From an optimization exercise on the open Yosys and OpenROAD flow, aimed at small area; shortcuts taken in it are not production practice. No functional check of the RTL was part of this run. The clock cells of this run come from the design's own scripts or RTL, not from TritonCTS. The flow treats the clock pin as an ideal source. Dropping or thinning the clock tree relies on that and would not hold on a real chip.

<file path="flow/config.mk">
export PLATFORM = sky130hd
export DESIGN_NAME = fir_filter
export DESIGN_NICKNAME = fir_filter
export VERILOG_FILES = /design/flow/design.v
export SDC_FILE = /design/flow/constraint.sdc
export NUM_CORES = 4
export LEC_CHECK = 0
export CAP_MARGIN = 20
export CORE_MARGIN = 2
export CORE_UTILIZATION = 72
export GPL_TIMING_DRIVEN = 0
export SLEW_MARGIN = 20
export SYNTH_HIERARCHICAL = 1
</file>
<file path="flow/constraint.sdc">
create_clock -name core_clock -period 13.0 [get_ports {clk}]
set_input_delay 2.6000 -clock core_clock [delete_from_list [all_inputs] [get_ports {clk}]]
set_output_delay 2.6000 -clock core_clock [all_outputs]
set_load 0.01 [all_outputs]
</file>
<file path="flow/design.v">
module fir_filter(clk,reset,data_in,data_out);
input clk,reset;
input signed [15:0] data_in;  
output reg signed [15:0] data_out;  
reg [15:0] x0, x1, x2, x3, x4, x5, x6, x7;
wire [15:0] y;
always @(posedge clk or posedge reset)
  if (reset) begin
    x0 <= 0; x1 <= 0; x2 <= 0; x3 <= 0;
    x4 <= 0; x5 <= 0; x6 <= 0; x7 <= 0;
    data_out <= 0;
  end else begin
    x0 <= data_in; x1 <= x0; x2 <= x1; x3 <= x2;
    x4 <= x3; x5 <= x4; x6 <= x5; x7 <= x6;
    data_out <= y;
  end
  wire n1 = x1[0] ^ x6[0];
  wire n2 = x1[0] & x6[0];
  wire n3, n4;
  fir_fa u_n3 (.a(x1[1]), .b(x6[1]), .c(n2), .s(n3), .co(n4));
  wire n5, n6;
  fir_fa u_n5 (.a(x1[2]), .b(x6[2]), .c(n4), .s(n5), .co(n6));
  wire n7, n8;
  fir_fa u_n7 (.a(x1[3]), .b(x6[3]), .c(n6), .s(n7), .co(n8));
  wire n9, n10;
  fir_fa u_n9 (.a(x1[4]), .b(x6[4]), .c(n8), .s(n9), .co(n10));
  wire n11, n12;
  fir_fa u_n11 (.a(x1[5]), .b(x6[5]), .c(n10), .s(n11), .co(n12));
  wire n13, n14;
  fir_fa u_n13 (.a(x1[6]), .b(x6[6]), .c(n12), .s(n13), .co(n14));
  wire n15, n16;
  fir_fa u_n15 (.a(x1[7]), .b(x6[7]), .c(n14), .s(n15), .co(n16));
  wire n17, n18;
  fir_fa u_n17 (.a(x1[8]), .b(x6[8]), .c(n16), .s(n17), .co(n18));
  wire n19, n20;
  fir_fa u_n19 (.a(x1[9]), .b(x6[9]), .c(n18), .s(n19), .co(n20));
  wire n21, n22;
  fir_fa u_n21 (.a(x1[10]), .b(x6[10]), .c(n20), .s(n21), .co(n22));
  wire n23, n24;
  fir_fa u_n23 (.a(x1[11]), .b(x6[11]), .c(n22), .s(n23), .co(n24));
  wire n25, n26;
  fir_fa u_n25 (.a(x1[12]), .b(x6[12]), .c(n24), .s(n25), .co(n26));
  wire n27, n28;
  fir_fa u_n27 (.a(x1[13]), .b(x6[13]), .c(n26), .s(n27), .co(n28));
  wire n29, n30;
  fir_fa u_n29 (.a(x1[14]), .b(x6[14]), .c(n28), .s(n29), .co(n30));
  wire n31, n32;
  fir_fa u_n31 (.a(x1[15]), .b(x6[15]), .c(~n30), .s(n31), .co(n32));
  wire n33 = x2[0] ^ x5[0];
  wire n34 = x2[0] & x5[0];
  wire n35, n36;
  fir_fa u_n35 (.a(x2[1]), .b(x5[1]), .c(n34), .s(n35), .co(n36));
  wire n37, n38;
  fir_fa u_n37 (.a(x2[2]), .b(x5[2]), .c(n36), .s(n37), .co(n38));
  wire n39, n40;
  fir_fa u_n39 (.a(x2[3]), .b(x5[3]), .c(n38), .s(n39), .co(n40));
  wire n41, n42;
  fir_fa u_n41 (.a(x2[4]), .b(x5[4]), .c(n40), .s(n41), .co(n42));
  wire n43, n44;
  fir_fa u_n43 (.a(x2[5]), .b(x5[5]), .c(n42), .s(n43), .co(n44));
  wire n45, n46;
  fir_fa u_n45 (.a(x2[6]), .b(x5[6]), .c(n44), .s(n45), .co(n46));
  wire n47, n48;
  fir_fa u_n47 (.a(x2[7]), .b(x5[7]), .c(n46), .s(n47), .co(n48));
  wire n49, n50;
  fir_fa u_n49 (.a(x2[8]), .b(x5[8]), .c(n48), .s(n49), .co(n50));
  wire n51, n52;
  fir_fa u_n51 (.a(x2[9]), .b(x5[9]), .c(n50), .s(n51), .co(n52));
  wire n53, n54;
  fir_fa u_n53 (.a(x2[10]), .b(x5[10]), .c(n52), .s(n53), .co(n54));
  wire n55, n56;
  fir_fa u_n55 (.a(x2[11]), .b(x5[11]), .c(n54), .s(n55), .co(n56));
  wire n57, n58;
  fir_fa u_n57 (.a(x2[12]), .b(x5[12]), .c(n56), .s(n57), .co(n58));
  wire n59, n60;
  fir_fa u_n59 (.a(x2[13]), .b(x5[13]), .c(n58), .s(n59), .co(n60));
  wire n61, n62;
  fir_fa u_n61 (.a(x2[14]), .b(x5[14]), .c(n60), .s(n61), .co(n62));
  wire n63, n64;
  fir_fa u_n63 (.a(x2[15]), .b(x5[15]), .c(~n62), .s(n63), .co(n64));
  wire n65 = x3[0] ^ x4[0];
  wire n66 = x3[0] & x4[0];
  wire n67, n68;
  fir_fa u_n67 (.a(x3[1]), .b(x4[1]), .c(n66), .s(n67), .co(n68));
  wire n69, n70;
  fir_fa u_n69 (.a(x3[2]), .b(x4[2]), .c(n68), .s(n69), .co(n70));
  wire n71, n72;
  fir_fa u_n71 (.a(x3[3]), .b(x4[3]), .c(n70), .s(n71), .co(n72));
  wire n73, n74;
  fir_fa u_n73 (.a(x3[4]), .b(x4[4]), .c(n72), .s(n73), .co(n74));
  wire n75, n76;
  fir_fa u_n75 (.a(x3[5]), .b(x4[5]), .c(n74), .s(n75), .co(n76));
  wire n77, n78;
  fir_fa u_n77 (.a(x3[6]), .b(x4[6]), .c(n76), .s(n77), .co(n78));
  wire n79, n80;
  fir_fa u_n79 (.a(x3[7]), .b(x4[7]), .c(n78), .s(n79), .co(n80));
  wire n81, n82;
  fir_fa u_n81 (.a(x3[8]), .b(x4[8]), .c(n80), .s(n81), .co(n82));
  wire n83, n84;
  fir_fa u_n83 (.a(x3[9]), .b(x4[9]), .c(n82), .s(n83), .co(n84));
  wire n85, n86;
  fir_fa u_n85 (.a(x3[10]), .b(x4[10]), .c(n84), .s(n85), .co(n86));
  wire n87, n88;
  fir_fa u_n87 (.a(x3[11]), .b(x4[11]), .c(n86), .s(n87), .co(n88));
  wire n89, n90;
  fir_fa u_n89 (.a(x3[12]), .b(x4[12]), .c(n88), .s(n89), .co(n90));
  wire n91, n92;
  fir_fa u_n91 (.a(x3[13]), .b(x4[13]), .c(n90), .s(n91), .co(n92));
  wire n93, n94;
  fir_fa u_n93 (.a(x3[14]), .b(x4[14]), .c(n92), .s(n93), .co(n94));
  wire n95, n96;
  fir_fa u_n95 (.a(x3[15]), .b(x4[15]), .c(~n94), .s(n95), .co(n96));
  wire n97 = ~x0[0] ^ n33;
  wire n98 = ~x0[0] & n33;
  wire n99, n100;
  fir_fa u_n99 (.a(~x0[1]), .b(n98), .c(n35), .s(n99), .co(n100));
  wire n101, n102;
  fir_fa u_n101 (.a(~x0[2]), .b(n37), .c(n100), .s(n101), .co(n102));
  wire n103, n104;
  fir_fa u_n103 (.a(~x0[3]), .b(n39), .c(n102), .s(n103), .co(n104));
  wire n105, n106;
  fir_fa u_n105 (.a(~x0[4]), .b(n41), .c(n104), .s(n105), .co(n106));
  wire n107, n108;
  fir_fa u_n107 (.a(~x0[5]), .b(n43), .c(n106), .s(n107), .co(n108));
  wire n109, n110;
  fir_fa u_n109 (.a(~x0[6]), .b(n45), .c(n108), .s(n109), .co(n110));
  wire n111, n112;
  fir_fa u_n111 (.a(~x0[7]), .b(n47), .c(n110), .s(n111), .co(n112));
  wire n113, n114;
  fir_fa u_n113 (.a(~x0[8]), .b(n49), .c(n112), .s(n113), .co(n114));
  wire n115, n116;
  fir_fa u_n115 (.a(~x0[9]), .b(n51), .c(n114), .s(n115), .co(n116));
  wire n117, n118;
  fir_fa u_n117 (.a(~x0[10]), .b(n53), .c(n116), .s(n117), .co(n118));
  wire n119, n120;
  fir_fa u_n119 (.a(~x0[11]), .b(n55), .c(n118), .s(n119), .co(n120));
  wire n121, n122;
  fir_fa u_n121 (.a(~x0[12]), .b(n57), .c(n120), .s(n121), .co(n122));
  wire n123, n124;
  fir_fa u_n123 (.a(~x0[13]), .b(n59), .c(n122), .s(n123), .co(n124));
  wire n125, n126;
  fir_fa u_n125 (.a(~x0[14]), .b(n61), .c(n124), .s(n125), .co(n126));
  wire n127, n128;
  fir_fa u_n127 (.a(x0[15]), .b(~n63), .c(n126), .s(n127), .co(n128));
  wire n129 = ~n64 ^ n128;
  wire n130 = ~n64 & n128;
  wire n131 = x0[3] ^ n1;
  wire n132 = x0[3] & n1;
  wire n133, n134;
  fir_fa u_n133 (.a(x0[4]), .b(n132), .c(n3), .s(n133), .co(n134));
  wire n135, n136;
  fir_fa u_n135 (.a(x0[5]), .b(n5), .c(n134), .s(n135), .co(n136));
  wire n137, n138;
  fir_fa u_n137 (.a(x0[6]), .b(n7), .c(n136), .s(n137), .co(n138));
  wire n139, n140;
  fir_fa u_n139 (.a(x0[7]), .b(n9), .c(n138), .s(n139), .co(n140));
  wire n141, n142;
  fir_fa u_n141 (.a(x0[8]), .b(n11), .c(n140), .s(n141), .co(n142));
  wire n143, n144;
  fir_fa u_n143 (.a(x0[9]), .b(n13), .c(n142), .s(n143), .co(n144));
  wire n145, n146;
  fir_fa u_n145 (.a(x0[10]), .b(n15), .c(n144), .s(n145), .co(n146));
  wire n147, n148;
  fir_fa u_n147 (.a(x0[11]), .b(n17), .c(n146), .s(n147), .co(n148));
  wire n149, n150;
  fir_fa u_n149 (.a(x0[12]), .b(n19), .c(n148), .s(n149), .co(n150));
  wire n151, n152;
  fir_fa u_n151 (.a(x0[13]), .b(n21), .c(n150), .s(n151), .co(n152));
  wire n153, n154;
  fir_fa u_n153 (.a(x0[14]), .b(n23), .c(n152), .s(n153), .co(n154));
  wire n155, n156;
  fir_fa u_n155 (.a(~x0[15]), .b(n25), .c(n154), .s(n155), .co(n156));
  wire n157 = n27 ^ n156;
  wire n158 = n27 & n156;
  wire n159 = n158 ^ n29;
  wire n160 = n158 & n29;
  wire n161 = n160 ^ ~n31;
  wire n162 = n160 & ~n31;
  wire n163 = ~n32 ^ n162;
  wire n164 = ~n32 & n162;
  wire n165 = x7[0] ^ n3;
  wire n166 = x7[0] & n3;
  wire n167, n168;
  fir_fa u_n167 (.a(x7[1]), .b(n166), .c(n5), .s(n167), .co(n168));
  wire n169, n170;
  fir_fa u_n169 (.a(x7[2]), .b(n7), .c(n168), .s(n169), .co(n170));
  wire n171, n172;
  fir_fa u_n171 (.a(x7[3]), .b(n9), .c(n170), .s(n171), .co(n172));
  wire n173, n174;
  fir_fa u_n173 (.a(x7[4]), .b(n11), .c(n172), .s(n173), .co(n174));
  wire n175, n176;
  fir_fa u_n175 (.a(x7[5]), .b(n13), .c(n174), .s(n175), .co(n176));
  wire n177, n178;
  fir_fa u_n177 (.a(x7[6]), .b(n15), .c(n176), .s(n177), .co(n178));
  wire n179, n180;
  fir_fa u_n179 (.a(x7[7]), .b(n17), .c(n178), .s(n179), .co(n180));
  wire n181, n182;
  fir_fa u_n181 (.a(x7[8]), .b(n19), .c(n180), .s(n181), .co(n182));
  wire n183, n184;
  fir_fa u_n183 (.a(x7[9]), .b(n21), .c(n182), .s(n183), .co(n184));
  wire n185, n186;
  fir_fa u_n185 (.a(x7[10]), .b(n23), .c(n184), .s(n185), .co(n186));
  wire n187 = x7[11] ^ n25;
  wire n188 = x7[11] & n25;
  wire n189, n190;
  fir_fa u_n189 (.a(x7[12]), .b(n188), .c(n27), .s(n189), .co(n190));
  wire n191, n192;
  fir_fa u_n191 (.a(x7[13]), .b(n29), .c(n190), .s(n191), .co(n192));
  wire n193, n194;
  fir_fa u_n193 (.a(x7[14]), .b(n192), .c(~n31), .s(n193), .co(n194));
  wire n195, n196;
  fir_fa u_n195 (.a(x7[15]), .b(n32), .c(~n194), .s(n195), .co(n196));
  wire n197 = x7[0] ^ n97;
  wire n198 = x7[0] & n97;
  wire n199, n200;
  fir_fa u_n199 (.a(x7[1]), .b(n198), .c(n99), .s(n199), .co(n200));
  wire n201, n202;
  fir_fa u_n201 (.a(x7[2]), .b(n200), .c(n101), .s(n201), .co(n202));
  wire n203, n204;
  fir_fa u_n203 (.a(x7[3]), .b(n202), .c(n103), .s(n203), .co(n204));
  wire n205, n206;
  fir_fa u_n205 (.a(x7[4]), .b(n204), .c(n105), .s(n205), .co(n206));
  wire n207, n208;
  fir_fa u_n207 (.a(x7[5]), .b(n206), .c(n107), .s(n207), .co(n208));
  wire n209, n210;
  fir_fa u_n209 (.a(x7[6]), .b(n208), .c(n109), .s(n209), .co(n210));
  wire n211, n212;
  fir_fa u_n211 (.a(x7[7]), .b(n210), .c(n111), .s(n211), .co(n212));
  wire n213, n214;
  fir_fa u_n213 (.a(x7[8]), .b(n212), .c(n113), .s(n213), .co(n214));
  wire n215, n216;
  fir_fa u_n215 (.a(x7[9]), .b(n214), .c(n115), .s(n215), .co(n216));
  wire n217, n218;
  fir_fa u_n217 (.a(x7[10]), .b(n216), .c(n117), .s(n217), .co(n218));
  wire n219, n220;
  fir_fa u_n219 (.a(x7[11]), .b(n218), .c(n119), .s(n219), .co(n220));
  wire n221, n222;
  fir_fa u_n221 (.a(x7[12]), .b(n220), .c(n121), .s(n221), .co(n222));
  wire n223, n224;
  fir_fa u_n223 (.a(x7[13]), .b(n222), .c(n123), .s(n223), .co(n224));
  wire n225, n226;
  fir_fa u_n225 (.a(x7[14]), .b(n224), .c(n125), .s(n225), .co(n226));
  wire n227, n228;
  fir_fa u_n227 (.a(~x7[15]), .b(n226), .c(n127), .s(n227), .co(n228));
  wire n229 = n65 ^ n99;
  wire n230 = n65 & n99;
  wire n231, n232;
  fir_fa u_n231 (.a(n67), .b(n230), .c(n101), .s(n231), .co(n232));
  wire n233, n234;
  fir_fa u_n233 (.a(n69), .b(n232), .c(n103), .s(n233), .co(n234));
  wire n235, n236;
  fir_fa u_n235 (.a(n71), .b(n234), .c(n105), .s(n235), .co(n236));
  wire n237, n238;
  fir_fa u_n237 (.a(n73), .b(n236), .c(n107), .s(n237), .co(n238));
  wire n239, n240;
  fir_fa u_n239 (.a(n75), .b(n238), .c(n109), .s(n239), .co(n240));
  wire n241, n242;
  fir_fa u_n241 (.a(n77), .b(n240), .c(n111), .s(n241), .co(n242));
  wire n243, n244;
  fir_fa u_n243 (.a(n79), .b(n242), .c(n113), .s(n243), .co(n244));
  wire n245, n246;
  fir_fa u_n245 (.a(n81), .b(n244), .c(n115), .s(n245), .co(n246));
  wire n247, n248;
  fir_fa u_n247 (.a(n83), .b(n246), .c(n117), .s(n247), .co(n248));
  wire n249, n250;
  fir_fa u_n249 (.a(n85), .b(n248), .c(n119), .s(n249), .co(n250));
  wire n251, n252;
  fir_fa u_n251 (.a(n87), .b(n250), .c(n121), .s(n251), .co(n252));
  wire n253, n254;
  fir_fa u_n253 (.a(n89), .b(n252), .c(n123), .s(n253), .co(n254));
  wire n255, n256;
  fir_fa u_n255 (.a(n91), .b(n254), .c(n125), .s(n255), .co(n256));
  wire n257, n258;
  fir_fa u_n257 (.a(n93), .b(n256), .c(n127), .s(n257), .co(n258));
  wire n259, n260;
  fir_fa u_n259 (.a(~n95), .b(n129), .c(n258), .s(n259), .co(n260));
  wire n261, n262;
  fir_fa u_n261 (.a(~n96), .b(n130), .c(n260), .s(n261), .co(n262));
  wire n263 = x0[0] ^ n201;
  wire n264 = x0[0] & n201;
  wire n265, n266;
  fir_fa u_n265 (.a(x0[1]), .b(n264), .c(n203), .s(n265), .co(n266));
  wire n267, n268;
  fir_fa u_n267 (.a(x0[2]), .b(n266), .c(n205), .s(n267), .co(n268));
  wire n269, n270;
  fir_fa u_n269 (.a(n131), .b(n268), .c(n207), .s(n269), .co(n270));
  wire n271, n272;
  fir_fa u_n271 (.a(n133), .b(n270), .c(n209), .s(n271), .co(n272));
  wire n273, n274;
  fir_fa u_n273 (.a(n135), .b(n272), .c(n211), .s(n273), .co(n274));
  wire n275, n276;
  fir_fa u_n275 (.a(n137), .b(n274), .c(n213), .s(n275), .co(n276));
  wire n277, n278;
  fir_fa u_n277 (.a(n139), .b(n276), .c(n215), .s(n277), .co(n278));
  wire n279, n280;
  fir_fa u_n279 (.a(n141), .b(n278), .c(n217), .s(n279), .co(n280));
  wire n281, n282;
  fir_fa u_n281 (.a(n143), .b(n280), .c(n219), .s(n281), .co(n282));
  wire n283 = n145 ^ n221;
  wire n284 = n145 & n221;
  wire n285, n286;
  fir_fa u_n285 (.a(n147), .b(n284), .c(n223), .s(n285), .co(n286));
  wire n287, n288;
  fir_fa u_n287 (.a(n149), .b(n286), .c(n225), .s(n287), .co(n288));
  wire n289, n290;
  fir_fa u_n289 (.a(n151), .b(n288), .c(n227), .s(n289), .co(n290));
  wire n291, n292;
  fir_fa u_n291 (.a(n153), .b(n129), .c(n228), .s(n291), .co(n292));
  wire n293 = n290 ^ n291;
  wire n294 = n290 & n291;
  wire n295, n296;
  fir_fa u_n295 (.a(n155), .b(n130), .c(n292), .s(n295), .co(n296));
  wire n297 = n294 ^ n295;
  wire n298 = n294 & n295;
  wire n299 = (1'b0 & n1) | (1'b0 & n199) | (n1 & n199);
  wire n300, n301;
  fir_fa u_n300 (.a(n97), .b(n165), .c(n299), .s(n300), .co(n301));
  wire n302 = ~(n263 | n300);
  wire n303 = 1'b0 ^ x0[0] ^ n229;
  wire n304 = (1'b0 & x0[0]) | (1'b0 & n229) | (x0[0] & n229);
  wire n305, n306;
  fir_fa u_n305 (.a(n167), .b(n303), .c(n301), .s(n305), .co(n306));
  wire n307 = (~n302 & n305) | (~n302 & n265) | (n305 & n265);
  wire n308 = 1'b0 ^ x0[1] ^ n1;
  wire n309 = (1'b0 & x0[1]) | (1'b0 & n1) | (x0[1] & n1);
  wire n310, n311;
  fir_fa u_n310 (.a(n308), .b(n304), .c(n169), .s(n310), .co(n311));
  wire n312, n313;
  fir_fa u_n312 (.a(n231), .b(n310), .c(n306), .s(n312), .co(n313));
  wire n314, n315;
  fir_fa u_n314 (.a(n312), .b(n267), .c(n307), .s(n314), .co(n315));
  wire n316 = n65 & ~n314;
  wire n317, n318;
  fir_fa u_n317 (.a(x0[2]), .b(n309), .c(n197), .s(n317), .co(n318));
  wire n319, n320;
  fir_fa u_n319 (.a(~n67), .b(n165), .c(n317), .s(n319), .co(n320));
  wire n321, n322;
  fir_fa u_n321 (.a(n319), .b(n171), .c(n311), .s(n321), .co(n322));
  wire n323, n324;
  fir_fa u_n323 (.a(n233), .b(n321), .c(n313), .s(n323), .co(n324));
  wire n325, n326;
  fir_fa u_n325 (.a(n323), .b(n315), .c(n269), .s(n325), .co(n326));
  wire n327 = n316 & ~n325;
  wire n328, n329;
  fir_fa u_n328 (.a(n131), .b(n318), .c(n167), .s(n328), .co(n329));
  wire n330, n331;
  fir_fa u_n330 (.a(n199), .b(n320), .c(n328), .s(n330), .co(n331));
  wire n332, n333;
  fir_fa u_n332 (.a(n330), .b(n173), .c(n322), .s(n332), .co(n333));
  wire n334, n335;
  fir_fa u_n334 (.a(n235), .b(n332), .c(n324), .s(n334), .co(n335));
  wire n336, n337;
  fir_fa u_n336 (.a(n334), .b(n326), .c(n271), .s(n336), .co(n337));
  wire n338 = (n69 & n327) | (n69 & ~n336) | (n327 & ~n336);
  wire n339, n340;
  fir_fa u_n339 (.a(n133), .b(n329), .c(n169), .s(n339), .co(n340));
  wire n341, n342;
  fir_fa u_n341 (.a(n263), .b(n331), .c(n339), .s(n341), .co(n342));
  wire n343, n344;
  fir_fa u_n343 (.a(n341), .b(n175), .c(n333), .s(n343), .co(n344));
  wire n345, n346;
  fir_fa u_n345 (.a(n237), .b(n343), .c(n335), .s(n345), .co(n346));
  wire n347, n348;
  fir_fa u_n347 (.a(n345), .b(n337), .c(n273), .s(n347), .co(n348));
  wire n349 = (n71 & n338) | (n71 & ~n347) | (n338 & ~n347);
  wire n350 = 1'b0 ^ n1 ^ n135;
  wire n351 = (1'b0 & n1) | (1'b0 & n135) | (n1 & n135);
  wire n352, n353;
  fir_fa u_n352 (.a(n350), .b(n171), .c(n340), .s(n352), .co(n353));
  wire n354, n355;
  fir_fa u_n354 (.a(n342), .b(n352), .c(n265), .s(n354), .co(n355));
  wire n356, n357;
  fir_fa u_n356 (.a(n177), .b(n344), .c(n354), .s(n356), .co(n357));
  wire n358, n359;
  fir_fa u_n358 (.a(n239), .b(n356), .c(n346), .s(n358), .co(n359));
  wire n360, n361;
  fir_fa u_n360 (.a(n358), .b(n348), .c(n275), .s(n360), .co(n361));
  wire n362 = (n73 & n349) | (n73 & ~n360) | (n349 & ~n360);
  wire n363, n364;
  fir_fa u_n363 (.a(n165), .b(n137), .c(n351), .s(n363), .co(n364));
  wire n365, n366;
  fir_fa u_n365 (.a(n363), .b(n173), .c(n353), .s(n365), .co(n366));
  wire n367, n368;
  fir_fa u_n367 (.a(n365), .b(n355), .c(n267), .s(n367), .co(n368));
  wire n369, n370;
  fir_fa u_n369 (.a(n179), .b(n357), .c(n367), .s(n369), .co(n370));
  wire n371, n372;
  fir_fa u_n371 (.a(n241), .b(n369), .c(n359), .s(n371), .co(n372));
  wire n373, n374;
  fir_fa u_n373 (.a(n371), .b(n361), .c(n277), .s(n373), .co(n374));
  wire n375 = (n75 & n362) | (n75 & ~n373) | (n362 & ~n373);
  wire n376 = 1'b0 ^ n167 ^ n139;
  wire n377 = (1'b0 & n167) | (1'b0 & n139) | (n167 & n139);
  wire n378, n379;
  fir_fa u_n378 (.a(n364), .b(n376), .c(n175), .s(n378), .co(n379));
  wire n380, n381;
  fir_fa u_n380 (.a(n366), .b(n378), .c(n368), .s(n380), .co(n381));
  wire n382, n383;
  fir_fa u_n382 (.a(n269), .b(n181), .c(n370), .s(n382), .co(n383));
  wire n384, n385;
  fir_fa u_n384 (.a(n380), .b(n243), .c(n382), .s(n384), .co(n385));
  wire n386, n387;
  fir_fa u_n386 (.a(n97), .b(n77), .c(~n372), .s(n386), .co(n387));
  wire n388, n389;
  fir_fa u_n388 (.a(n384), .b(n374), .c(n279), .s(n388), .co(n389));
  wire n390 = (n386 & n375) | (n386 & ~n388) | (n375 & ~n388);
  wire n391, n392;
  fir_fa u_n391 (.a(n169), .b(n141), .c(n377), .s(n391), .co(n392));
  wire n393, n394;
  fir_fa u_n393 (.a(n391), .b(n379), .c(n177), .s(n393), .co(n394));
  wire n395, n396;
  fir_fa u_n395 (.a(n393), .b(n381), .c(n271), .s(n395), .co(n396));
  wire n397, n398;
  fir_fa u_n397 (.a(n183), .b(n383), .c(n395), .s(n397), .co(n398));
  wire n399, n400;
  fir_fa u_n399 (.a(n385), .b(n245), .c(n397), .s(n399), .co(n400));
  wire n401, n402;
  fir_fa u_n401 (.a(n229), .b(n79), .c(n387), .s(n401), .co(n402));
  wire n403, n404;
  fir_fa u_n403 (.a(n399), .b(n389), .c(n281), .s(n403), .co(n404));
  wire n405 = (n401 & n390) | (n401 & ~n403) | (n390 & ~n403);
  wire n406, n407;
  fir_fa u_n406 (.a(n1), .b(n97), .c(n171), .s(n406), .co(n407));
  wire n408, n409;
  fir_fa u_n408 (.a(n406), .b(n143), .c(n392), .s(n408), .co(n409));
  wire n410, n411;
  fir_fa u_n410 (.a(n408), .b(n179), .c(n394), .s(n410), .co(n411));
  wire n412, n413;
  fir_fa u_n412 (.a(n410), .b(n396), .c(n273), .s(n412), .co(n413));
  wire n414, n415;
  fir_fa u_n414 (.a(n185), .b(n398), .c(n412), .s(n414), .co(n415));
  wire n416, n417;
  fir_fa u_n416 (.a(n247), .b(n400), .c(n414), .s(n416), .co(n417));
  wire n418, n419;
  fir_fa u_n418 (.a(n231), .b(n81), .c(n402), .s(n418), .co(n419));
  wire n420, n421;
  fir_fa u_n420 (.a(n416), .b(n282), .c(n283), .s(n420), .co(n421));
  wire n422, n423;
  fir_fa u_n422 (.a(~n418), .b(n404), .c(n420), .s(n422), .co(n423));
  wire n424 = n405 & ~n422;
  wire n425 = 1'b0 ^ n165 ^ n229;
  wire n426 = (1'b0 & n165) | (1'b0 & n229) | (n165 & n229);
  wire n427, n428;
  fir_fa u_n427 (.a(n425), .b(n407), .c(n173), .s(n427), .co(n428));
  wire n429, n430;
  fir_fa u_n429 (.a(n427), .b(n145), .c(n409), .s(n429), .co(n430));
  wire n431, n432;
  fir_fa u_n431 (.a(n429), .b(n181), .c(n411), .s(n431), .co(n432));
  wire n433, n434;
  fir_fa u_n433 (.a(n431), .b(n186), .c(n413), .s(n433), .co(n434));
  wire n435, n436;
  fir_fa u_n435 (.a(n187), .b(n275), .c(n415), .s(n435), .co(n436));
  wire n437, n438;
  fir_fa u_n437 (.a(n433), .b(n249), .c(n417), .s(n437), .co(n438));
  wire n439, n440;
  fir_fa u_n439 (.a(n233), .b(n83), .c(n419), .s(n439), .co(n440));
  wire n441, n442;
  fir_fa u_n441 (.a(n435), .b(n437), .c(n421), .s(n441), .co(n442));
  wire n443, n444;
  fir_fa u_n443 (.a(n285), .b(n441), .c(n423), .s(n443), .co(n444));
  wire n445 = (n439 & n424) | (n439 & ~n443) | (n424 & ~n443);
  wire n446, n447;
  fir_fa u_n446 (.a(n167), .b(n426), .c(n231), .s(n446), .co(n447));
  wire n448, n449;
  fir_fa u_n448 (.a(n446), .b(n175), .c(n428), .s(n448), .co(n449));
  wire n450, n451;
  fir_fa u_n450 (.a(n448), .b(n147), .c(n430), .s(n450), .co(n451));
  wire n452, n453;
  fir_fa u_n452 (.a(n97), .b(n235), .c(n85), .s(n452), .co(n453));
  wire n454, n455;
  fir_fa u_n454 (.a(n450), .b(n183), .c(n432), .s(n454), .co(n455));
  wire n456, n457;
  fir_fa u_n456 (.a(n454), .b(n434), .c(n277), .s(n456), .co(n457));
  wire n458, n459;
  fir_fa u_n458 (.a(n189), .b(n436), .c(n456), .s(n458), .co(n459));
  wire n460, n461;
  fir_fa u_n460 (.a(n438), .b(n251), .c(n458), .s(n460), .co(n461));
  wire n462, n463;
  fir_fa u_n462 (.a(n460), .b(n442), .c(n287), .s(n462), .co(n463));
  wire n464, n465;
  fir_fa u_n464 (.a(n452), .b(n440), .c(n445), .s(n464), .co(n465));
  wire n466 = (n444 & n462) | (n444 & ~n464) | (n462 & ~n464);
  wire n467, n468;
  fir_fa u_n467 (.a(n169), .b(n447), .c(n233), .s(n467), .co(n468));
  wire n469, n470;
  fir_fa u_n469 (.a(n467), .b(n177), .c(n449), .s(n469), .co(n470));
  wire n471, n472;
  fir_fa u_n471 (.a(n469), .b(n149), .c(n451), .s(n471), .co(n472));
  wire n473, n474;
  fir_fa u_n473 (.a(n229), .b(n237), .c(n87), .s(n473), .co(n474));
  wire n475, n476;
  fir_fa u_n475 (.a(n471), .b(n185), .c(n455), .s(n475), .co(n476));
  wire n477, n478;
  fir_fa u_n477 (.a(n475), .b(n457), .c(n279), .s(n477), .co(n478));
  wire n479, n480;
  fir_fa u_n479 (.a(n191), .b(n459), .c(n477), .s(n479), .co(n480));
  wire n481, n482;
  fir_fa u_n481 (.a(n253), .b(n461), .c(n479), .s(n481), .co(n482));
  wire n483, n484;
  fir_fa u_n483 (.a(n453), .b(n473), .c(~n481), .s(n483), .co(n484));
  wire n485, n486;
  fir_fa u_n485 (.a(~n483), .b(n463), .c(n289), .s(n485), .co(n486));
  wire n487, n488;
  fir_fa u_n487 (.a(n485), .b(~n465), .c(n466), .s(n487), .co(n488));
  wire n489 = 1'b0 ^ n171 ^ n468;
  wire n490 = (1'b0 & n171) | (1'b0 & n468) | (n171 & n468);
  wire n491, n492;
  fir_fa u_n491 (.a(n235), .b(n489), .c(n179), .s(n491), .co(n492));
  wire n493, n494;
  fir_fa u_n493 (.a(n470), .b(n491), .c(n151), .s(n493), .co(n494));
  wire n495, n496;
  fir_fa u_n495 (.a(n231), .b(n239), .c(n89), .s(n495), .co(n496));
  wire n497, n498;
  fir_fa u_n497 (.a(n472), .b(n186), .c(n493), .s(n497), .co(n498));
  wire n499, n500;
  fir_fa u_n499 (.a(n187), .b(n476), .c(n497), .s(n499), .co(n500));
  wire n501, n502;
  fir_fa u_n501 (.a(n499), .b(n478), .c(n281), .s(n501), .co(n502));
  wire n503, n504;
  fir_fa u_n503 (.a(n193), .b(n480), .c(n501), .s(n503), .co(n504));
  wire n505, n506;
  fir_fa u_n505 (.a(n255), .b(n482), .c(n503), .s(n505), .co(n506));
  wire n507, n508;
  fir_fa u_n507 (.a(n474), .b(n495), .c(n484), .s(n507), .co(n508));
  wire n509, n510;
  fir_fa u_n509 (.a(n505), .b(n293), .c(n486), .s(n509), .co(n510));
  wire n511, n512;
  fir_fa u_n511 (.a(~n507), .b(n509), .c(n488), .s(n511), .co(n512));
  wire n513 = 1'b0 ^ n173 ^ n490;
  wire n514 = (1'b0 & n173) | (1'b0 & n490) | (n173 & n490);
  wire n515, n516;
  fir_fa u_n515 (.a(n237), .b(n513), .c(n181), .s(n515), .co(n516));
  wire n517, n518;
  fir_fa u_n517 (.a(n492), .b(n515), .c(n153), .s(n517), .co(n518));
  wire n519, n520;
  fir_fa u_n519 (.a(n233), .b(n241), .c(n91), .s(n519), .co(n520));
  wire n521, n522;
  fir_fa u_n521 (.a(n494), .b(n498), .c(n517), .s(n521), .co(n522));
  wire n523, n524;
  fir_fa u_n523 (.a(n189), .b(n500), .c(n521), .s(n523), .co(n524));
  wire n525, n526;
  fir_fa u_n525 (.a(n523), .b(n282), .c(n283), .s(n525), .co(n526));
  wire n527, n528;
  fir_fa u_n527 (.a(n496), .b(n519), .c(n195), .s(n527), .co(n528));
  wire n529, n530;
  fir_fa u_n529 (.a(n502), .b(n525), .c(n504), .s(n529), .co(n530));
  wire n531, n532;
  fir_fa u_n531 (.a(n257), .b(n529), .c(n506), .s(n531), .co(n532));
  wire n533, n534;
  fir_fa u_n533 (.a(n527), .b(~n531), .c(n508), .s(n533), .co(n534));
  wire n535, n536;
  fir_fa u_n535 (.a(n297), .b(~n533), .c(n510), .s(n535), .co(n536));
  wire n537 = 1'b0 ^ n175 ^ n514;
  wire n538 = (1'b0 & n175) | (1'b0 & n514) | (n175 & n514);
  wire n539, n540;
  fir_fa u_n539 (.a(n239), .b(n537), .c(n183), .s(n539), .co(n540));
  wire n541, n542;
  fir_fa u_n541 (.a(n516), .b(n539), .c(n518), .s(n541), .co(n542));
  wire n543, n544;
  fir_fa u_n543 (.a(n235), .b(n243), .c(n93), .s(n543), .co(n544));
  wire n545, n546;
  fir_fa u_n545 (.a(n155), .b(n157), .c(n522), .s(n545), .co(n546));
  wire n547, n548;
  fir_fa u_n547 (.a(n541), .b(n191), .c(n524), .s(n547), .co(n548));
  wire n549, n550;
  fir_fa u_n549 (.a(n520), .b(n543), .c(n196), .s(n549), .co(n550));
  wire n551, n552;
  fir_fa u_n551 (.a(n545), .b(n547), .c(n526), .s(n551), .co(n552));
  wire n553, n554;
  fir_fa u_n553 (.a(n285), .b(n551), .c(n530), .s(n553), .co(n554));
  wire n555, n556;
  fir_fa u_n555 (.a(n553), .b(n532), .c(n259), .s(n555), .co(n556));
  wire n557, n558;
  fir_fa u_n557 (.a(n528), .b(n549), .c(n534), .s(n557), .co(n558));
  wire n559, n560;
  fir_fa u_n559 (.a(n296), .b(n298), .c(n555), .s(n559), .co(n560));
  wire n561, n562;
  fir_fa u_n561 (.a(n559), .b(~n557), .c(n536), .s(n561), .co(n562));
  wire n563, n564;
  fir_fa u_n563 (.a(n177), .b(n538), .c(n241), .s(n563), .co(n564));
  wire n565, n566;
  fir_fa u_n565 (.a(n563), .b(n185), .c(n540), .s(n565), .co(n566));
  wire n567, n568;
  fir_fa u_n567 (.a(n565), .b(n157), .c(n542), .s(n567), .co(n568));
  wire n569, n570;
  fir_fa u_n569 (.a(n237), .b(n245), .c(n544), .s(n569), .co(n570));
  wire n571, n572;
  fir_fa u_n571 (.a(n159), .b(n95), .c(n546), .s(n571), .co(n572));
  wire n573, n574;
  fir_fa u_n573 (.a(n567), .b(n548), .c(n571), .s(n573), .co(n574));
  wire n575, n576;
  fir_fa u_n575 (.a(n193), .b(n573), .c(n552), .s(n575), .co(n576));
  wire n577, n578;
  fir_fa u_n577 (.a(n287), .b(n575), .c(n554), .s(n577), .co(n578));
  wire n579, n580;
  fir_fa u_n579 (.a(n577), .b(n556), .c(n261), .s(n579), .co(n580));
  wire n581, n582;
  fir_fa u_n581 (.a(n569), .b(n550), .c(n558), .s(n581), .co(n582));
  wire n583, n584;
  fir_fa u_n583 (.a(n560), .b(n579), .c(n562), .s(n583), .co(n584));
  wire n585, n586;
  fir_fa u_n585 (.a(n179), .b(n564), .c(n243), .s(n585), .co(n586));
  wire n587, n588;
  fir_fa u_n587 (.a(n186), .b(n187), .c(n585), .s(n587), .co(n588));
  wire n589, n590;
  fir_fa u_n589 (.a(n566), .b(n587), .c(n159), .s(n589), .co(n590));
  wire n591, n592;
  fir_fa u_n591 (.a(n239), .b(n247), .c(n570), .s(n591), .co(n592));
  wire n593, n594;
  fir_fa u_n593 (.a(n96), .b(n568), .c(n161), .s(n593), .co(n594));
  wire n595, n596;
  fir_fa u_n595 (.a(n589), .b(n572), .c(n593), .s(n595), .co(n596));
  wire n597, n598;
  fir_fa u_n597 (.a(n591), .b(~n574), .c(n195), .s(n597), .co(n598));
  wire n599, n600;
  fir_fa u_n599 (.a(n595), .b(n576), .c(n289), .s(n599), .co(n600));
  wire n601, n602;
  fir_fa u_n601 (.a(n578), .b(n262), .c(n599), .s(n601), .co(n602));
  wire n603, n604;
  fir_fa u_n603 (.a(~n597), .b(n580), .c(n601), .s(n603), .co(n604));
  wire n605, n606;
  fir_fa u_n605 (.a(~n582), .b(n603), .c(n584), .s(n605), .co(n606));
  wire n607, n608;
  fir_fa u_n607 (.a(n181), .b(n586), .c(n245), .s(n607), .co(n608));
  wire n609, n610;
  fir_fa u_n609 (.a(n588), .b(n607), .c(n189), .s(n609), .co(n610));
  wire n611, n612;
  fir_fa u_n611 (.a(n590), .b(n609), .c(n161), .s(n611), .co(n612));
  wire n613, n614;
  fir_fa u_n613 (.a(n241), .b(n249), .c(n592), .s(n613), .co(n614));
  wire n615, n616;
  fir_fa u_n615 (.a(n163), .b(n594), .c(n611), .s(n615), .co(n616));
  wire n617, n618;
  fir_fa u_n617 (.a(n196), .b(n613), .c(n598), .s(n617), .co(n618));
  wire n619, n620;
  fir_fa u_n619 (.a(n596), .b(n615), .c(n293), .s(n619), .co(n620));
  wire n621, n622;
  fir_fa u_n621 (.a(n600), .b(n619), .c(n602), .s(n621), .co(n622));
  wire n623, n624;
  fir_fa u_n623 (.a(~n617), .b(n621), .c(n604), .s(n623), .co(n624));
  wire n625, n626;
  fir_fa u_n625 (.a(n183), .b(n608), .c(n247), .s(n625), .co(n626));
  wire n627, n628;
  fir_fa u_n627 (.a(n191), .b(n610), .c(n625), .s(n627), .co(n628));
  wire n629, n630;
  fir_fa u_n629 (.a(n164), .b(n163), .c(n612), .s(n629), .co(n630));
  wire n631, n632;
  fir_fa u_n631 (.a(n243), .b(n251), .c(n614), .s(n631), .co(n632));
  wire n633, n634;
  fir_fa u_n633 (.a(n627), .b(n616), .c(n629), .s(n633), .co(n634));
  wire n635, n636;
  fir_fa u_n635 (.a(n631), .b(~n633), .c(n618), .s(n635), .co(n636));
  wire n637, n638;
  fir_fa u_n637 (.a(n297), .b(n620), .c(n622), .s(n637), .co(n638));
  wire n639, n640;
  fir_fa u_n639 (.a(~n635), .b(n637), .c(n624), .s(n639), .co(n640));
  wire n641, n642;
  fir_fa u_n641 (.a(n185), .b(n157), .c(n626), .s(n641), .co(n642));
  wire n643, n644;
  fir_fa u_n643 (.a(n249), .b(n164), .c(n628), .s(n643), .co(n644));
  wire n645, n646;
  fir_fa u_n645 (.a(n641), .b(n193), .c(n630), .s(n645), .co(n646));
  wire n647, n648;
  fir_fa u_n647 (.a(n245), .b(n253), .c(n632), .s(n647), .co(n648));
  wire n649, n650;
  fir_fa u_n649 (.a(n643), .b(n645), .c(n634), .s(n649), .co(n650));
  wire n651, n652;
  fir_fa u_n651 (.a(n649), .b(n296), .c(n298), .s(n651), .co(n652));
  wire n653, n654;
  fir_fa u_n653 (.a(n647), .b(n636), .c(~n651), .s(n653), .co(n654));
  wire n655, n656;
  fir_fa u_n655 (.a(~n653), .b(n638), .c(n640), .s(n655), .co(n656));
  wire n657 = 1'b0 ^ n186 ^ n187;
  wire n658 = (1'b0 & n186) | (1'b0 & n187) | (n186 & n187);
  wire n659, n660;
  fir_fa u_n659 (.a(n657), .b(n159), .c(n642), .s(n659), .co(n660));
  wire n661, n662;
  fir_fa u_n661 (.a(n251), .b(n644), .c(n659), .s(n661), .co(n662));
  wire n663, n664;
  fir_fa u_n663 (.a(n247), .b(n195), .c(n255), .s(n663), .co(n664));
  wire n665, n666;
  fir_fa u_n665 (.a(n646), .b(n661), .c(n650), .s(n665), .co(n666));
  wire n667, n668;
  fir_fa u_n667 (.a(n648), .b(n663), .c(~n665), .s(n667), .co(n668));
  wire n669, n670;
  fir_fa u_n669 (.a(n667), .b(~n652), .c(n654), .s(n669), .co(n670));
  wire n671, n672;
  fir_fa u_n671 (.a(n658), .b(n189), .c(n161), .s(n671), .co(n672));
  wire n673, n674;
  fir_fa u_n673 (.a(n671), .b(n660), .c(n253), .s(n673), .co(n674));
  wire n675, n676;
  fir_fa u_n675 (.a(n249), .b(n196), .c(n664), .s(n675), .co(n676));
  wire n677, n678;
  fir_fa u_n677 (.a(n662), .b(n673), .c(n666), .s(n677), .co(n678));
  wire n679, n680;
  fir_fa u_n679 (.a(n257), .b(n675), .c(n668), .s(n679), .co(n680));
  wire n681, n682;
  fir_fa u_n681 (.a(~n677), .b(n679), .c(n670), .s(n681), .co(n682));
  wire n683, n684;
  fir_fa u_n683 (.a(n191), .b(n163), .c(n672), .s(n683), .co(n684));
  wire n685, n686;
  fir_fa u_n685 (.a(n683), .b(n674), .c(n255), .s(n685), .co(n686));
  wire n687, n688;
  fir_fa u_n687 (.a(n251), .b(n676), .c(n259), .s(n687), .co(n688));
  wire n689, n690;
  fir_fa u_n689 (.a(n685), .b(n678), .c(~n687), .s(n689), .co(n690));
  wire n691, n692;
  fir_fa u_n691 (.a(n680), .b(~n689), .c(n682), .s(n691), .co(n692));
  wire n693 = 1'b0 ^ n164 ^ n193;
  wire n694 = (1'b0 & n164) | (1'b0 & n193) | (n164 & n193);
  wire n695, n696;
  fir_fa u_n695 (.a(n684), .b(n693), .c(n686), .s(n695), .co(n696));
  wire n697, n698;
  fir_fa u_n697 (.a(n253), .b(n688), .c(n261), .s(n697), .co(n698));
  wire n699, n700;
  fir_fa u_n699 (.a(n257), .b(n695), .c(n690), .s(n699), .co(n700));
  wire n701, n702;
  fir_fa u_n701 (.a(n697), .b(~n699), .c(n692), .s(n701), .co(n702));
  wire n703 = 1'b1 ^ n195 ^ n255;
  wire n704 = (1'b1 & n195) | (1'b1 & n255) | (n195 & n255);
  wire n705, n706;
  fir_fa u_n705 (.a(n694), .b(n696), .c(n259), .s(n705), .co(n706));
  wire n707, n708;
  fir_fa u_n707 (.a(n703), .b(n262), .c(n698), .s(n707), .co(n708));
  wire n709, n710;
  fir_fa u_n709 (.a(n705), .b(n700), .c(~n707), .s(n709), .co(n710));
  wire n711, n712;
  fir_fa u_n711 (.a(n196), .b(n704), .c(n257), .s(n711), .co(n712));
  wire n713, n714;
  fir_fa u_n713 (.a(~n711), .b(n706), .c(n261), .s(n713), .co(n714));
  wire n715, n716;
  fir_fa u_n715 (.a(n713), .b(~n708), .c(n710), .s(n715), .co(n716));
  wire n717 = n712 ^ n259 ^ ~n262;
  wire n718 = n714 ^ ~n717 ^ n716;
  wire n719 = n512 ^ n535;
  wire n720 = ~(n512 | n535);
  wire n721 = ~n561 ^ n720;
  wire n722 = ~n561 & n720;
  wire n723, n724;
  fir_fa u_n723 (.a(n581), .b(~n583), .c(n722), .s(n723), .co(n724));
  wire n725 = ~n605 ^ n724;
  wire n726 = ~n605 & n724;
  wire n727, n728;
  fir_fa u_n727 (.a(n606), .b(n623), .c(~n726), .s(n727), .co(n728));
  wire n729 = n639 ^ n728;
  wire n730 = ~(n639 | n728);
  wire n731 = ~n655 ^ n730;
  wire n732 = ~n655 & n730;
  wire n733 = ~n656 ^ n669;
  wire n734 = ~n656 & n669;
  wire n735 = n681 ^ n734;
  wire n736 = n681 & n734;
  wire n737 = n691 ^ n736;
  wire n738 = n691 & n736;
  wire n739 = n701 ^ n738;
  wire n740 = n701 & n738;
  wire n741, n742;
  fir_fa u_n741 (.a(n702), .b(~n709), .c(n740), .s(n741), .co(n742));
  wire n743 = ~n715 ^ n742;
  wire n744 = ~n715 & n742;
  wire n745 = ~n718 ^ n744;
  wire n746 = ~n656 ^ n669 ^ 1'b1;
  wire n747 = (~n656 & n669) | (~n656 & 1'b1) | (n669 & 1'b1);
  wire n748 = n681 ^ n747;
  wire n749 = n681 & n747;
  wire n750 = n691 ^ n749;
  wire n751 = n691 & n749;
  wire n752 = n701 ^ n751;
  wire n753 = n701 & n751;
  wire n754, n755;
  fir_fa u_n754 (.a(n702), .b(~n709), .c(n753), .s(n754), .co(n755));
  wire n756 = ~n715 ^ n755;
  wire n757 = ~n715 & n755;
  wire n758 = ~n718 ^ n757;
  wire n759 = n732 ? n746 : n733;
  wire n760 = n732 ? n748 : n735;
  wire n761 = n732 ? n750 : n737;
  wire n762 = n732 ? n752 : n739;
  wire n763 = n732 ? n754 : n741;
  wire n764 = n732 ? n756 : n743;
  wire n765 = n732 ? n758 : n745;
  assign y = {n765, n764, n763, n762, n761, n760, n759, n731, n729, ~n727, n725, n723, n721, n719, ~n511, ~n487};
endmodule
module fir_fa(a, b, c, s, co);
input a, b, c;
output s, co;
assign s = a ^ b ^ c;
assign co = (a & b) | (a & c) | (b & c);
endmodule
</file>
<file path="flow/flow/run.sh">
#!/bin/bash
# The standard layout (bash standard.sh) with these changes:
#  - port buffers (one per input and output port, as standard) use buf_1 cells;
#  - after clock tree synthesis, its tree is replaced (POST_CTS_TCL hook) by a
#    two-level tree (flow/mantree.tcl, flow/rebuild.tcl): clk -> one clkbuf_8
#    -> 8 clkbuf_8 leaves, each driving the x* sample flip-flops of one
#    placement cluster; the 16 data_out flip-flops get their own leaf, fed
#    through two clkdlybuf4s50_1 cells.  That skew only helps the
#    register-to-register paths x* -> data_out (the filter arithmetic); the
#    input paths (data_in -> x0) see the normal clock and the output paths
#    (data_out -> ports) only lose slack.
# standard.sh's output goes to standard_flow.log; ORFS's per-step logs stay in orfs/logs.
set -euo pipefail
FLOWDIR="$PWD/flow"
cat > "$PWD/post_cts.tcl" <<EOF
source $FLOWDIR/mantree.tcl
source $FLOWDIR/rebuild.tcl
clktree_rebuild 8 sky130_fd_sc_hd__clkbuf_8 sky130_fd_sc_hd__clkbuf_8 {data_out*} sky130_fd_sc_hd__clkdlybuf4s50_1 2
detailed_placement
check_placement -verbose
estimate_parasitics -placement
report_worst_slack -max
report_worst_slack -min
EOF
export POST_CTS_TCL="$PWD/post_cts.tcl"
# the timing repair that follows global routing runs with the final clock tree
export SKIP_CTS_REPAIR_TIMING=1
export BUFFER_PORTS_ARGS="-buffer_cell sky130_fd_sc_hd__buf_1"
export CTS_ARGS="-sink_clustering_enable -repair_clock_nets -buf_list sky130_fd_sc_hd__clkbuf_8 -dont_use_dummy_load"
bash standard.sh > standard_flow.log 2>&1
</file>
<file path="flow/flow/mantree.tcl">
# Build a two-level clock tree by hand: the clock port drives one root
# buffer, which drives NLEAF leaf buffers, each feeding the flip-flops of one
# k-means cluster (by placed location) directly.
proc mantree_build { nleaf leaf_cell root_cell {late_pat ""} {dly_cell ""} {ndly 0} } {
  set db [ord::get_db]
  set block [ord::get_db_block]
  set clknet [$block findNet clk]
  set sinks {}
  set late {}
  foreach it [$clknet getITerms] {
    if {$late_pat ne "" && [string match $late_pat [[$it getInst] getName]]} {
      lappend late $it
    } else {
      lappend sinks $it
    }
  }
  set pts {}
  foreach it $sinks {
    set b [[$it getInst] getBBox]
    lappend pts [list [expr {([$b xMin] + [$b xMax]) / 2}] [expr {([$b yMin] + [$b yMax]) / 2}]]
  }
  set n [llength $pts]
  # k-means, deterministic init: sinks sorted by x then split evenly
  set order [lsort -integer -indices [lmap p $pts {lindex $p 0}]]
  set cent {}
  for {set k 0} {$k < $nleaf} {incr k} {
    set i [lindex $order [expr {int(($k + 0.5) * $n / $nleaf)}]]
    lappend cent [lindex $pts $i]
  }
  set cap [expr {int(ceil(double($n) / $nleaf)) + 2}]
  for {set iter 0} {$iter < 30} {incr iter} {
    # capacity-limited assignment: closest sink-centroid pairs first
    set pairs {}
    for {set i 0} {$i < $n} {incr i} {
      set p [lindex $pts $i]
      for {set k 0} {$k < $nleaf} {incr k} {
        set c [lindex $cent $k]
        set d [expr {abs([lindex $p 0] - [lindex $c 0]) + abs([lindex $p 1] - [lindex $c 1])}]
        lappend pairs [list $d $i $k]
      }
    }
    set pairs [lsort -real -index 0 $pairs]
    set asg [lrepeat $n -1]
    set cnt [lrepeat $nleaf 0]
    foreach pr $pairs {
      lassign $pr d i k
      if {[lindex $asg $i] >= 0} continue
      if {[lindex $cnt $k] >= $cap} continue
      lset asg $i $k
      lset cnt $k [expr {[lindex $cnt $k] + 1}]
    }
    set newc {}
    for {set k 0} {$k < $nleaf} {incr k} {
      set sx 0; set sy 0; set m 0
      for {set i 0} {$i < $n} {incr i} {
        if {[lindex $asg $i] == $k} {
          set sx [expr {$sx + [lindex $pts $i 0]}]
          set sy [expr {$sy + [lindex $pts $i 1]}]
          incr m
        }
      }
      if {$m > 0} {
        lappend newc [list [expr {$sx / $m}] [expr {$sy / $m}]]
      } else {
        lappend newc [lindex $cent $k]
      }
    }
    set cent $newc
  }
  # root buffer at the centroid of the leaves
  set rx 0; set ry 0
  foreach c $cent { set rx [expr {$rx + [lindex $c 0]}]; set ry [expr {$ry + [lindex $c 1]}] }
  set rx [expr {$rx / $nleaf}]; set ry [expr {$ry / $nleaf}]
  set rmaster [$db findMaster $root_cell]
  set lmaster [$db findMaster $leaf_cell]
  set root [odb::dbInst_create $block $rmaster "clkroot_buf"]
  $root setLocation [expr {int($rx)}] [expr {int($ry)}]
  $root setPlacementStatus PLACED
  set rnet [odb::dbNet_create $block "clk_root"]
  $rnet setSigType CLOCK
  foreach it $sinks { $it disconnect }
  foreach it $late { $it disconnect }
  [$root findITerm A] connect $clknet
  [$root findITerm X] connect $rnet
  for {set k 0} {$k < $nleaf} {incr k} {
    set leaf [odb::dbInst_create $block $lmaster "clkleaf_buf_$k"]
    $leaf setLocation [expr {int([lindex $cent $k 0])}] [expr {int([lindex $cent $k 1])}]
    $leaf setPlacementStatus PLACED
    set lnet [odb::dbNet_create $block "clk_leaf_$k"]
    $lnet setSigType CLOCK
    [$leaf findITerm A] connect $rnet
    [$leaf findITerm X] connect $lnet
    for {set i 0} {$i < $n} {incr i} {
      if {[lindex $asg $i] == $k} {
        [lindex $sinks $i] connect $lnet
      }
    }
  }
  if {[llength $late] > 0} {
    # the late cluster: root net -> ndly delay cells -> one leaf buffer
    set lx 0; set ly 0
    foreach it $late {
      set b [[$it getInst] getBBox]
      set lx [expr {$lx + ([$b xMin] + [$b xMax]) / 2}]
      set ly [expr {$ly + ([$b yMin] + [$b yMax]) / 2}]
    }
    set lx [expr {int($lx / [llength $late])}]; set ly [expr {int($ly / [llength $late])}]
    set prev $rnet
    set dmaster [$db findMaster $dly_cell]
    for {set d 0} {$d < $ndly} {incr d} {
      set di [odb::dbInst_create $block $dmaster "clkdly_buf_$d"]
      $di setLocation $lx $ly
      $di setPlacementStatus PLACED
      set dn [odb::dbNet_create $block "clk_dly_$d"]
      $dn setSigType CLOCK
      [$di findITerm A] connect $prev
      [$di findITerm X] connect $dn
      set prev $dn
    }
    set leaf [odb::dbInst_create $block $lmaster "clkleaf_buf_late"]
    $leaf setLocation $lx $ly
    $leaf setPlacementStatus PLACED
    set lnet [odb::dbNet_create $block "clk_leaf_late"]
    $lnet setSigType CLOCK
    [$leaf findITerm A] connect $prev
    [$leaf findITerm X] connect $lnet
    foreach it $late { $it connect $lnet }
  }
  puts "mantree: $n sinks, $nleaf leaves, cluster sizes $cnt, late [llength $late] via $ndly $dly_cell"
}
</file>
<file path="flow/flow/rebuild.tcl">
# Replace the clock tree that clock_tree_synthesis built with a two-level
# tree (mantree.tcl): every flip-flop clock pin goes back on the clock net,
# the CTS buffers and their nets are removed, then the new tree is built.
proc clktree_rebuild { nleaf leaf_cell root_cell {late_pat ""} {dly_cell ""} {ndly 0} } {
  set block [ord::get_db_block]
  set clknet [$block findNet clk]
  set bufs {}
  foreach inst [$block getInsts] {
    if {[string match "clkbuf_*" [$inst getName]] && [string match "sky130_fd_sc_hd__clkbuf_*" [[$inst getMaster] getName]]} {
      lappend bufs $inst
    }
  }
  set nets {}
  foreach b $bufs {
    set onet [[$b findITerm X] getNet]
    if {$onet ne "NULL"} { lappend nets $onet }
  }
  foreach onet $nets {
    foreach it [$onet getITerms] {
      set inst [$it getInst]
      if {[lsearch -exact $bufs $inst] >= 0} continue
      $it disconnect
      $it connect $clknet
    }
  }
  foreach b $bufs { odb::dbInst_destroy $b }
  foreach onet $nets { odb::dbNet_destroy $onet }
  puts "clktree_rebuild: removed [llength $bufs] CTS buffers"
  mantree_build $nleaf $leaf_cell $root_cell $late_pat $dly_cell $ndly
}
</file>
<file path="flow/standard.sh">
#!/bin/bash
# synth_recipe.tcl (not shown) runs the flow's synth.tcl, then flattens the netlist and writes it again
# the make line also repeats each setting of config.mk as NAME=value (left out here)
make -C /OpenROAD-flow-scripts/flow DESIGN_CONFIG=/design/flow/config.mk WORK_HOME=/design/flow/orfs CLKGATE_MAP_FILE= SYNTH_SCRIPT=/design/flow/synth_recipe.tcl "${@:-finish}"
</file>
==> qor.yml <==
sta:
  holdWs_ns: 0.391
  finalMaxSlewViolations: 0
  worstMarginPinSlew_ns: 0.492
  worst_slack_ns: 0.415
  max_freq_mhz: 79.5
  setup_viol: 0
  max-slew-margin-rel_pct: 67.2
  hold_viol_final: 0
  period_share_pct: 96.8
  finalCriticalPeriod_ns: 12.59
  skew_ns: 0.980
  finalSetupTns_ns: 0
grt:
  antenna_found_initial: 0
  grt_pass1_vias: 6088
  grt_start_max_net_pins: 76
  grt_overflow: 0
  grt_pass1_wl_um: 33700
  grt_usage_pct: 28.4
final_layout:
  layout_common_cells: "fa_1 (320), dfrtp_1 (144), inv_1 (83), ha_1 (35), buf_1 (33)"
  fillers: 849
  area_growth_pct: 5.35
  drive_gt1_share_pct: 3.58
  finish.utilization_pct: 77.4
  antenna_cells_inserted: 0
  layout_commonest_cell: "fa_1"
  nets: 1054
yosys:
  synth_top_area_share_pct: 58.5
  syn_inst: 625
  yosysTopAreaCell: "fa_1"
  seq_area_frac_synth_pct: 32.3
  synth-seq-cells: 144
  postSynthAreaPerCell_sq_um: 17.9
  synth_area_sq_mm: 0.0112
  synth_area_leaders: "fa_1 (58%), dfrtp_1 (32%), ha_1 (4.1%), inv_1 (2.8%), xnor2_1 (0.55%)"
  ys_types: 25
  syn_nets: 1006
  synth-warning-count: 7
placement:
  hpwl_um: 18400
  preCtsSetupSlack_ns: -0.664
  gp_routability_congestion: 0.956
  port_buffers: 33
min_path:
  holdPathStages: 0
  hp-class: "reg -> reg"
  hold_end: "x3[0]"
  min-delay-start: "x2[0]"
route:
  vias: 4938
  drtIter0Drc: 289
  vias_per_cell: 5.75
  dr.pass1.iters: 4
  wire_per_inst_um: 24.1
  drc: 0
  routed_wirelength_um: 20700
  ant_nets: 0
setup_path:
  crit_top_cell: "fa_1"
  reg2regPathDepth: 35
  cp_max_fo: 3
  r2r_end: "data_out[15]"
  cp_data_required_time_ns: 14.30
  crit_path_max_incr_delay_ns: 0.51
  criticalPathCategory: "reg -> reg"
  crit_path_end_kind: "flip-flop"
  regToRegSetupSlack_ns: 0.41
  slowest_stage: "fa_1"
  cp_data_arrival_time_ns: 13.88
  r2r_start: "x5[0]"
  startpoint_type: "flip-flop"
cts:
  cts.sinks: 144
  clk_pin_slew_worst_paths_ns: 0.09
  clk_latency_ns: 1.38
die:
  start_util_pct: 73.4
  die_w_um: 129
  core_sq_mm: 0.0152
  die_h_um: 129
  rows: 45
  pin_count: 34
  die_area_sq_mm: 0.0165
flow_run:
  max_cap_violations: 0
outcome:
  status: "complete, no violations"
## per-module statistics from Yosys, one instance, submodules excluded
module	cells inside	flops+latches	copies in the design	cell area, sq um
fir_filter	299	144	1	4640
fir_fa	1	0	326	20.0
## how the worst max path moves through the flow
stage | depth (start not counted) | slack, ns | from | endpoint
finish | 35 | 0.41 | x5[0] | data_out[15]
global route | 39 | -0.01 | x1[0] | data_out[15]
detailed placement | 39 | -0.66 | x1[0] | data_out[15]
global placement | 39 | -0.53 | x1[0] | data_out[15]
floorplan | 39 | 0.14 | x1[0] | data_out[15]
## per-stage QoR
step | area (sq um) | instances
floorplan | 11200 | 625
global placement | 11500 | 846
detailed placement | 11600 | 847
global route | 11800 | 859
finish | 11800 | 859
## final cells by class
| class | instances | area (sq um) | share of cell area (%) |
|---|---|---|---|
| buffer | 12 | 158 | 1.34 |
| inverter | 85 | 327 | 2.78 |
| multi-input combinational | 396 | 7290 | 62.0 |
| sequential | 144 | 3600 | 30.6 |
| tap | 188 | 235 | 2.00 |
| timing repair buffer | 34 | 151 | 1.29 |
## synth_stat cells
library cell    n
a221o_1         1
a222oi_1        1
a22oi_1         1
a2bb2oi_1       1
and2_1          1
and4_1          1
clkinv_1        1
dfrtp_1       144
fa_1          326
ha_1           37
inv_1          84
maj3_1          1
mux2_2          2
mux2i_1         1
nand2_1         3
nand2b_1        1
nor2_1          2
nor3_1          1
nor3b_1         1
nor4b_1         1
o21ai_1         1
o22ai_1         3
o32ai_1         1
xnor2_1         7
xor2_1          2
## worst max-delay path: cells and delay by family, from the launching register on
kind	cells	cell delay, ns
multiplexers	1	0.27
XOR/XNOR	3	0.51
adder cells (fa/ha/maj)	29	12.04
AND/OR/NAND/NOR	1	0.23
buffers and inverters	1	0.05
flip-flops	1	0.40
## kinds of logic (layout without fill, tap and decap cells)
group                      count (synthesis)  after routing  synth area share, %
muxes                                      3              3                0.291
and+or+nand+nor                           11             11                0.549
xor gates and xnor gates                   9              9                0.706
DFF                                      144            144                 32.3
buffers and inverters                     85            131                 2.86
AOI/OAI and AO/OA                          9              9                0.616
adders and majority gates                364            364                 62.7
## registers in the layout, summed over array words and instances (netlist names)
name	flops
x5	16
data_out	16
x1	16
x0	16
x6	16
x3	16
x4	16
x2	16
x7	16
## per-layer routing
layer  global-route usage, %  up-vias  part of all wire (%)
met5                       0        -                     0
met4                    5.37        0                   1.8
met3                    4.99       28                   7.0
met2                    44.1      159                    48
met1                    44.9     2789                    43
li1                        -     1962                     -

[what the ideal ports hide]
Ports are ideal in the flow. The routed layout listed here was re-timed in OpenROAD. Step 1: set_driving_cell puts a clkbuf_16 on clk and a buf_2 on each other input, an assumption about the parent block. Step 2, shift: input delay + t, output delay - t, t = (earliest + latest rising clock arrival at the registers) / 2. This alone moves slack from input paths to output paths. Three values: ideal ports, drivers, drivers and shift; two values: the first two.
shift t [ns]: 0.927
setup slack, ns: 0.415 / 0.415 / 0.415
latest minus earliest clock arrival (ns): 0.980 / 0.979
slew at the worst register clock pin (ns): 0.10 / 0.10
pins driven straight from the clock port: 1
In this run the clock reaches the registers at very different times; t lies between them, and the last value is a rough guide only. The setup slack of this run moves by 0.000 ns with the drivers and by 0.000 ns with both steps.
